From an optimization exercise on the open Yosys and OpenROAD flow, aimed at small area; shortcuts taken in it are not production practice.
In this exercise RTL edits were held to simulation tests only and were not proved equivalent to the original.
No activity file was given, so power comes from the tool's default toggle rates.

===== design.v =====
module control(clk,rst_n,seq_rdy,data_ack,currentState,inputBit,frame_end,phase7);
	input clk,rst_n;
	input seq_rdy;
	output data_ack;
	output reg [1:0] currentState;
	output inputBit;
	output reg frame_end;
	output phase7;
	reg [2:0] phase;
	assign inputBit  = ~phase[0];
	assign data_ack  = (phase == 3'd1);
	assign phase7    = (phase == 3'd7);
	always@(posedge clk or negedge rst_n)begin
		if(!rst_n)begin
			currentState <= 2'b11;
		end else if(seq_rdy && inputBit)begin
			currentState <= currentState + 2'd1;
		end
	end
	always@(posedge clk or negedge rst_n)begin
		if(!rst_n)begin
			phase <= 3'd0;
			frame_end <= 1'b0;
		end else begin
			phase <= phase + 3'd1;
			frame_end <= phase7;
		end
	end
endmodule
module BMU(currentState,inputBit,rec_code,hamming_dist);
input [1:0] rec_code;
input [1:0] currentState;
input inputBit;
output [2:0] hamming_dist;
wire [1:0] expec_code;
wire [1:0] Cn;
assign expec_code[1] = inputBit ^ currentState[0];
assign expec_code[0] = inputBit ^ currentState[0] ^ currentState[1];
assign Cn = rec_code ^ expec_code;
assign hamming_dist = {1'b0, Cn[1] & Cn[0], Cn[1] ^ Cn[0]};
endmodule
module PMU (
    input clk,
    input rst_n,
    input [2:0] hamming_dist,
    input [1:0] currentState,
    input inputBit,
    input frame_end,
    input phase7,
	output [15:0] decoded_msg
	);
reg [1:0] pm_n [0:3];
reg [1:0] nm_n [0:3];
wire [1:0] path_metrics [0:3];
wire [1:0] new_metrics [0:3];
assign path_metrics[0] = ~pm_n[0];
assign path_metrics[1] = ~pm_n[1];
assign path_metrics[2] = ~pm_n[2];
assign path_metrics[3] = ~pm_n[3];
assign new_metrics[0] = ~nm_n[0];
assign new_metrics[1] = ~nm_n[1];
assign new_metrics[2] = ~nm_n[2];
assign new_metrics[3] = ~nm_n[3];
wire [2:0] candidate_metric;
wire [1:0] nextState;
wire [51:0] survf;
wire [12:0] surv0 = survf[12:0], surv1 = survf[25:13], surv2 = survf[38:26], surv3 = survf[51:39];
reg [12:0] surv_rd;
reg [1:0] ptr [0:3];
reg [12:1] pend;
reg [3:0] bit_count;
reg [1:0] min_value;
reg [1:0] final_state;
reg [3:0] valid_count;
reg [12:0] dmsg;
wire clear;
reg pend_zero;
wire masked;
wire better;
wire [11:0] src;
integer i;
function [12:0] smask;
	input [1:0] k;
	begin
		smask = {11'h7ff, k[0], k[1]};
	end
endfunction
assign decoded_msg = {3'b000, dmsg};
assign nextState = {inputBit, currentState[1]};
assign candidate_metric = {1'b0, path_metrics[currentState]} + hamming_dist;
assign better = candidate_metric < {1'b0, new_metrics[nextState]};
assign clear = (bit_count == 4'd15);
assign masked = (bit_count == 4'd0);
wire [1:0] rd_sel = frame_end ? currentState : final_state;
always @(*) begin
	case (rd_sel)
		2'd0: surv_rd = surv0;
		2'd1: surv_rd = surv1;
		2'd2: surv_rd = surv2;
		default: surv_rd = surv3;
	endcase
end
assign src = surv_rd[11:0];
always @(posedge clk or negedge rst_n) begin
	if (!rst_n) begin
		pm_n[0] <= 2'd3;
		pm_n[1] <= 2'd0;
		pm_n[2] <= 2'd0;
		pm_n[3] <= 2'd0;
	end else if (frame_end) begin
		for (i = 0; i < 4; i = i + 1)
			pm_n[i] <= nm_n[i];
	end
end
always @(posedge clk or negedge rst_n) begin
	if (!rst_n) begin
		for (i = 0; i < 4; i = i + 1)
			nm_n[i] <= 2'd0;
	end else if (frame_end && valid_count < 12) begin
		for (i = 0; i < 4; i = i + 1)
			nm_n[i] <= 2'd0;
	end else if (better) begin
		nm_n[nextState] <= ~candidate_metric[1:0];
	end
end
wire [3:0] hold, sel_a, sel_b, sel_p;
genvar g;
generate
	for (g = 0; g < 4; g = g + 1) begin : res
		reg [12:0] q;
		wire mk = masked & (g >= 2);
		assign hold[g]  = ~frame_end | (ptr[g] == 2'd0);
		assign sel_a[g] = frame_end & (ptr[g] == 2'd1) & ~mk;
		assign sel_b[g] = frame_end & (ptr[g] == 2'd2) & ~mk;
		assign sel_p[g] = frame_end & (ptr[g] == 2'd3) & (g >= 2) & ~pend_zero;
		wire [12:0] sa = survf[(g % 2) * 26 +: 13];
		wire [12:0] sb = survf[(g % 2) * 26 + 13 +: 13];
		wire [12:0] nxt = ( ({13{hold[g]}} & q)
		                  | ({13{sel_a[g]}} & {sa[11:0], 1'b1})
		                  | ({13{sel_b[g]}} & {sb[11:0], 1'b1})
		                  | ({13{sel_p[g]}} & {pend, 1'b1})
		                  | {12'd0, ~hold[g] & (g >= 2)} ) & smask(g);
		always @(posedge clk or negedge rst_n) begin
			if (!rst_n)
				q <= 13'd0;
			else
				q <= nxt;
		end
		assign survf[g * 13 +: 13] = q;
	end
endgenerate
always @(posedge clk or negedge rst_n) begin
	if (!rst_n) begin
		for (i = 0; i < 4; i = i + 1)
			ptr[i] <= 2'd0;
	end else begin
		if (frame_end) begin
			for (i = 0; i < 4; i = i + 1)
				ptr[i] <= 2'd0;
		end
		if (better) begin
			if (frame_end)
				ptr[nextState] <= 2'd3;
			else if (masked && !nextState[1])
				ptr[nextState] <= 2'd3;
			else
				ptr[nextState] <= currentState[0] ? 2'd2 : 2'd1;
		end
	end
end
always @(posedge clk or negedge rst_n) begin
	if (!rst_n) begin
		pend <= 12'd0;
		pend_zero <= 1'b0;
	end else if (frame_end && better) begin
		pend <= src;
		pend_zero <= masked;
	end
end
always @(posedge clk or negedge rst_n) begin
	if (!rst_n) begin
		bit_count <= 4'd0;
	end else if (clear) begin
		bit_count <= 4'd0;
	end else if (frame_end) begin
		bit_count <= bit_count + 4'd1;
	end
end
always @(posedge clk or negedge rst_n) begin
	if (!rst_n) begin
		dmsg <= 13'd0;
	end else if (clear) begin
		dmsg <= surv_rd;
	end
end
always @(posedge clk or negedge rst_n) begin
	if (!rst_n) begin
		min_value <= 2'b0;
		final_state <= 2'b0;
	end else begin
		min_value <= new_metrics[0];
		if (new_metrics[1] < min_value) begin
			min_value <= new_metrics[1];
			final_state <= 2'd1;
		end else if (new_metrics[2] < min_value) begin
			min_value <= new_metrics[2];
			final_state <= 2'd2;
		end else if (new_metrics[3] < min_value) begin
			min_value <= new_metrics[3];
			final_state <= 2'd3;
		end
	end
end
always @(posedge clk or negedge rst_n) begin
	if (!rst_n) begin
		valid_count <= 4'd0;
	end else if (phase7) begin
		valid_count <= valid_count + 4'd1;
	end
end
endmodule
module Top(clk,rst_n,rx,seq_rdy,data_ack,decoded_msg);
input clk,rst_n;
input [1:0]rx;
input seq_rdy;
output wire data_ack;
output wire [15:0] decoded_msg;
wire [1:0] currentState;
wire inputBit;
wire frame_end;
wire phase7;
wire [2:0] hamming_dist;
control c1(
	.clk(clk),
	.rst_n(rst_n),
	.seq_rdy(seq_rdy),
	.data_ack(data_ack),
	.currentState(currentState),
	.inputBit(inputBit),
	.frame_end(frame_end),
	.phase7(phase7)
);
BMU b1(
	.rec_code(rx),
	.hamming_dist(hamming_dist),
	.currentState(currentState),
	.inputBit(inputBit)
);
PMU p1(
	.clk(clk),
	.rst_n(rst_n),
	.hamming_dist(hamming_dist),
	.currentState(currentState),
	.inputBit(inputBit),
	.frame_end(frame_end),
	.phase7(phase7),
	.decoded_msg(decoded_msg)
);
endmodule

===== flow/post_grt.tcl =====
# Runs after global routing and power recovery (which downsizes cells on paths
# with slack): repair max slew and capacitance again, since power recovery
# does not keep them, then re-legalise, re-route the changed nets and rewrite
# the route guides for the detailed router.
log_cmd global_route -start_incremental
repair_design_helper
log_cmd detailed_placement
log_cmd global_route -end_incremental
log_cmd estimate_parasitics -global_routing
write_guides $::env(RESULTS_DIR)/route.guide

===== flow/run.sh =====
#!/bin/bash
# The standard ORFS layout (the standard.sh, with its unchanged synthesis),
# except that:
#  - the clock tree is built from small clock buffers, without dummy
#    balancing loads;
#  - every input and output port gets the smallest buffer (buf_1);
#  - after global routing, power recovery downsizes cells on paths with
#    slack, and flow/post_grt.tcl then repairs slew and capacitance again.
# ORFS writes each tool's log under orfs/logs; make's own output goes to
# flow_make.log.
set -euo pipefail
bash standard.sh \
  "CTS_ARGS=-sink_clustering_enable -repair_clock_nets -dont_use_dummy_load -buf_list {sky130_fd_sc_hd__clkbuf_4 sky130_fd_sc_hd__clkbuf_2}" \
  "BUFFER_PORTS_ARGS=-buffer_cell sky130_fd_sc_hd__buf_1" \
  RECOVER_POWER=100 \
  "POST_GLOBAL_ROUTE_TCL=$(pwd)/flow/post_grt.tcl" \
  finish > flow_make.log 2>&1

===== config.mk =====
export PLATFORM = sky130hd
export DESIGN_NAME = Top
export DESIGN_NICKNAME = Top
export VERILOG_FILES = /design/flow/design.v
export SDC_FILE = /design/flow/constraint.sdc
export NUM_CORES = 4
export LEC_CHECK = 0
export CAP_MARGIN = 5
export CORE_MARGIN = 2
export CORE_UTILIZATION = 60
export SLEW_MARGIN = 5

===== constraint.sdc =====
create_clock -name core_clock -period 5.0 [get_ports {clk}]
set_input_delay 1.0000 -clock core_clock [delete_from_list [all_inputs] [get_ports {clk}]]
set_output_delay 1.0000 -clock core_clock [all_outputs]
set_load 0.01 [all_outputs]

===== standard.sh =====
#!/bin/bash
# synth_recipe.tcl (not shown) runs the flow's synth.tcl, then flattens the netlist and writes it again
# the make line also repeats each setting of config.mk as NAME=value (left out here)
make -C /OpenROAD-flow-scripts/flow DESIGN_CONFIG=/design/flow/config.mk WORK_HOME=/design/flow/orfs CLKGATE_MAP_FILE= SYNTH_SCRIPT=/design/flow/synth_recipe.tcl "${@:-finish}"

==> flow_results.xml <==
<?xml version="1.0" encoding="UTF-8"?>
<metrics>
  <group name="status">
    <metric name="status" unit="">timing/DRC/antenna clean</metric>
  </group>
  <group name="clocking">
    <metric name="root_buffer" unit="">clkbuf_4</metric>
    <metric name="post-cts-setup-buffer-count" unit="">0</metric>
    <metric name="cts_tree" unit="">built</metric>
    <metric name="clock_insertion_delay_worst_skew" unit="ps">510</metric>
    <metric name="cts.htree.levels" unit="">4</metric>
    <metric name="clk_pin_slew" unit="ps">80</metric>
    <metric name="post_cts_resize_count" unit="">0</metric>
    <metric name="clock_sink_count" unit="">116</metric>
    <metric name="tritoncts.num_buffers" unit="">17</metric>
    <metric name="max-clock-path-buffers" unit="">2</metric>
    <metric name="ctsHoldBuffers" unit="">0</metric>
  </group>
  <group name="placed_design">
    <metric name="gp_routability_congestion" unit="">0.8001</metric>
    <metric name="hpwl_after_dpl" unit="mm">8.409</metric>
    <metric name="port_buffers" unit="">18</metric>
  </group>
  <group name="hold_path">
    <metric name="min-delay-path-class" unit="">reg -&gt; reg</metric>
  </group>
  <group name="power">
    <metric name="cell_internal_pwr" unit="mW">1.619</metric>
    <metric name="fin_total_pwr" unit="mW">2.571</metric>
    <metric name="power_density" unit="nW/µm²">434.8</metric>
    <metric name="vdd_drop_max" unit="mV">0.4804</metric>
    <metric name="power.switching" unit="µW">952.3</metric>
    <metric name="share_clk_of_total_power" unit="%">17.4</metric>
    <metric name="register_share_of_total_power" unit="%">46.8</metric>
    <metric name="netSwitchingFraction" unit="%">37.04</metric>
    <metric name="cellLeakagePower" unit="nW">2.672</metric>
    <metric name="p_comb_share" unit="%">35.8</metric>
  </group>
  <group name="die">
    <metric name="ioPinCount" unit="">22</metric>
    <metric name="die-area" unit="µm²">10140</metric>
    <metric name="core_area" unit="µm²">9153</metric>
    <metric name="std_cell_rows" unit="">35</metric>
    <metric name="die_width" unit="µm">100.7</metric>
    <metric name="floorplan.initialDensity" unit="%">61.31</metric>
    <metric name="die_height" unit="µm">100.7</metric>
  </group>
  <group name="sta">
    <metric name="finalCritPeriodShare" unit="%">84.68</metric>
    <metric name="relSlewSlack" unit="%">18.69</metric>
    <metric name="hold_viol_final" unit="">0</metric>
    <metric name="finalMaxSlewViolations" unit="">0</metric>
    <metric name="tightestPinTransition" unit="ps">1217</metric>
    <metric name="min_hold_slack" unit="ps">481.8</metric>
    <metric name="final_setup_fails" unit="">0</metric>
    <metric name="max_freq" unit="GHz">0.2362</metric>
    <metric name="period_minus_slack" unit="ps">4234</metric>
    <metric name="worst_clock_skew" unit="ps">34.85</metric>
    <metric name="setup_total_negative_slack" unit="ps">0</metric>
  </group>
  <group name="route">
    <metric name="antenna_violating_nets_post_route" unit="">0</metric>
    <metric name="vias_per_cell" unit="">6.462</metric>
    <metric name="routed_wire_length_per_instance" unit="µm">20.70</metric>
    <metric name="dr.pass1.iters" unit="">7</metric>
    <metric name="num_vias" unit="">4084</metric>
    <metric name="drt_wl_total" unit="mm">13.08</metric>
    <metric name="drc" unit="">0</metric>
    <metric name="first_iter_violations" unit="">425</metric>
  </group>
  <group name="grt">
    <metric name="grt_pass1_vias" unit="">4149</metric>
    <metric name="largest_net_degree_at_the_start_of_global_routing" unit="">58</metric>
    <metric name="antenna_found_initial" unit="">0</metric>
    <metric name="grt-ovfl-total" unit="">0</metric>
    <metric name="tot_gr_track_use" unit="%">28.02</metric>
    <metric name="grt_first_pass_wirelength" unit="mm">21.45</metric>
  </group>
  <group name="finish">
    <metric name="count_of_filler_cells_inserted_in_the_layout" unit="">766</metric>
    <metric name="final_core_util" unit="%">64.61</metric>
    <metric name="antenna_cells" unit="">0</metric>
    <metric name="final_layout_size_suffix_gt1_share" unit="%">16.70</metric>
    <metric name="area_delta_synth_final" unit="%">5.373</metric>
    <metric name="final_net_count" unit="">545</metric>
  </group>
  <group name="worst_setup_path">
    <metric name="critPathKind" unit="">reg -&gt; reg</metric>
    <metric name="critPathArrivalTime" unit="ps">4590</metric>
    <metric name="critPathCaptureType" unit="">flip-flop</metric>
    <metric name="timing.reg2reg.setup_slack" unit="ps">770</metric>
    <metric name="crit_fanout" unit="">13</metric>
    <metric name="crit_path_start_kind" unit="">flip-flop</metric>
    <metric name="cp_data_required_time" unit="ps">5360</metric>
  </group>
  <group name="synth">
    <metric name="async_reset_ff_share" unit="%">100.0</metric>
    <metric name="synth.area.top_cells" unit="">dfrtp_1 50%, mux2_2 6.6%, nand2_1 5.5%, mux4_2 5.2%, a222oi_1 4.1%</metric>
    <metric name="synth_top_area_cell" unit="">dfrtp_1</metric>
    <metric name="synth_cells" unit="">497</metric>
    <metric name="post_synth_num_cell_types" unit="">48</metric>
    <metric name="ys_seq_area_share" unit="%">51.82</metric>
    <metric name="synthesis.yosys.warnings" unit="">5</metric>
    <metric name="yosys_reg_bits" unit="">116</metric>
    <metric name="synth.top_cell.area_share" unit="%">49.94</metric>
    <metric name="postSynthAreaPerCell" unit="µm²">11.29</metric>
    <metric name="number_of_flops_mapped_to_enable_cells_by_yosys" unit="">0</metric>
    <metric name="yosys_most_used_dff" unit="">dfrtp_1</metric>
    <metric name="cell_area_after_technology_mapping" unit="µm²">5612</metric>
  </group>
  <group name="flow_run">
    <metric name="cap_violations" unit="">0</metric>
  </group>
</metrics>
-- worst paths after layout --
kind / cells past startpoint / end / startpoint
min in group asynchronous: 1 / p1.dmsg[7] / rst_n
worst min-delay path: 1 / p1.valid_count[3] / p1.valid_count[3]
max in group asynchronous: 2 / p1.nm_n[1][1] / rst_n
worst max-delay path: 14 / p1.pend[10] / c1.currentState[1]
worst max register to register: 14 / p1.pend[10] / c1.currentState[1]
worst min register to register: 1 / p1.valid_count[3] / p1.valid_count[3]
-- state kept, by name, summed over array words and instances, names as in the netlist, 4 cells and up --
signal and flops:
p1.pm_n 8, p1.res.q 48, p1.dmsg 13, p1.pend 12
p1.bit_count 4, p1.nm_n 8, p1.valid_count 4, p1.ptr 8
-- per-layer routing --
metal	up-vias	routed length, µm	GRT usage (%)
met4	0	503	15.38
met5	-	0	0
met1	1996	5352	35.91
met2	182	6294	44.51
met3	39	931	6.103
li1	1867	-	-
-- area by class of cell --
type                       instances  area [µm²]  share of cell area, %
multi-input combinational        335        2505                  42.36
tap                              111       138.9                  2.349
inverter                          20       75.07                  1.270
timing repair buffer              33       158.9                  2.687
sequential                       116        2908                  49.17
clock buffer                      17       127.6                  2.158
-- power by group through the flow --
stage | clock network [mW] | logic (mW) | registers [mW]
2_1_floorplan | 0 | 0.753 | 1.17
3_3_place_gp | 0 | 0.886 | 1.22
3_5_place_dp | 0 | 0.929 | 1.22
4_1_cts | 0.460 | 0.930 | 1.20
6_report | 0.447 | 0.921 | 1.20
-- cell families after synthesis --
kind of cell | share of synthesized area, %
xor gates and xnor gates | 1.405
and+or+nand+nor | 10.84
adders and majority gates | 3.924
other | 0.06683
muxes | 12.98
DFF | 51.82
buffers and inverters | 3.724
AOI/OAI and AO/OA | 15.25
-- cells in the final DEF (no fill, tap or decap), drive strengths merged, types with 14 or more instances in the layout --
cell type	instances
nand2	82
a222oi	23
dfrtp	112
o21ai	39
ha	16
inv	20
buf	23
clkbuf	27
mux2	33
a22oi	21
a21oi	14
-- cells in the mapped netlist (all sizes together), types with 4 or more instances --
cell type,n
mux4,13
dfstp,4
nor4b,4
inv,20
a22oi,21
a211oi,4
a21oi,14
or2,4
xnor2,5
clkbuf,16
mux2,33
a222oi,23
o21ai,39
ha,16
nor2,11
dfrtp,112
nand2,82
buf,12
xor2,4
nand3,13
nor2b,8
mux2i,6
-- critical path, cell delays in order, from the launching register on --
cell and delay, ps:
dfstp_2 690, inv_1 130, ha_1 190, inv_1 70, o22ai_1 90, a211oi_1 210
a21oi_1 80, ha_1 190, fa_1 530, ha_1 440, a211oi_1 430, nand2_1 110
a21oi_1 170, clkbuf_2 390, mux2_2 380
-- stage by stage --
| stage | setup WS [ps] | cell area, µm² | std cells |
|---|---|---|---|
| global placement | 905.9 | 5804 | 612 |
| CTS | 947.0 | 5932 | 629 |
| detailed placement | 739.4 | 5804 | 612 |
| finish | 765.8 | 5913 | 632 |
| floorplan | 1081 | 5619 | 499 |

==> re-timing with driven ports <==
The flow's constraints put no driver on any port. The routed layout listed below was extracted and timed again, unchanged, in two steps. Step 1 sets driving cells, clkbuf_16 on the clock port and buf_2 on the other inputs (assumed; they add their load-dependent delay and slew). Step 2 times the ports against the registers' clock, not the clock port: input delays grow and output delays shrink by t, the midpoint of the rising clock arrivals with the driver on. Slacks: no drivers / after step 1 / after step 2; pairs: no drivers / after step 1.
shift t [ns]: 0.522
setup slack, ns: 0.766 / 0.766 / 0.546
slew at the worst register clock pin (ns): 0.10 / 0.10
cell pins on the clock port's net: 1
After both steps this run still meets setup and hold. For this run, drivers alone change the setup slack by 0.000 ns; drivers and shift together by -0.220 ns.
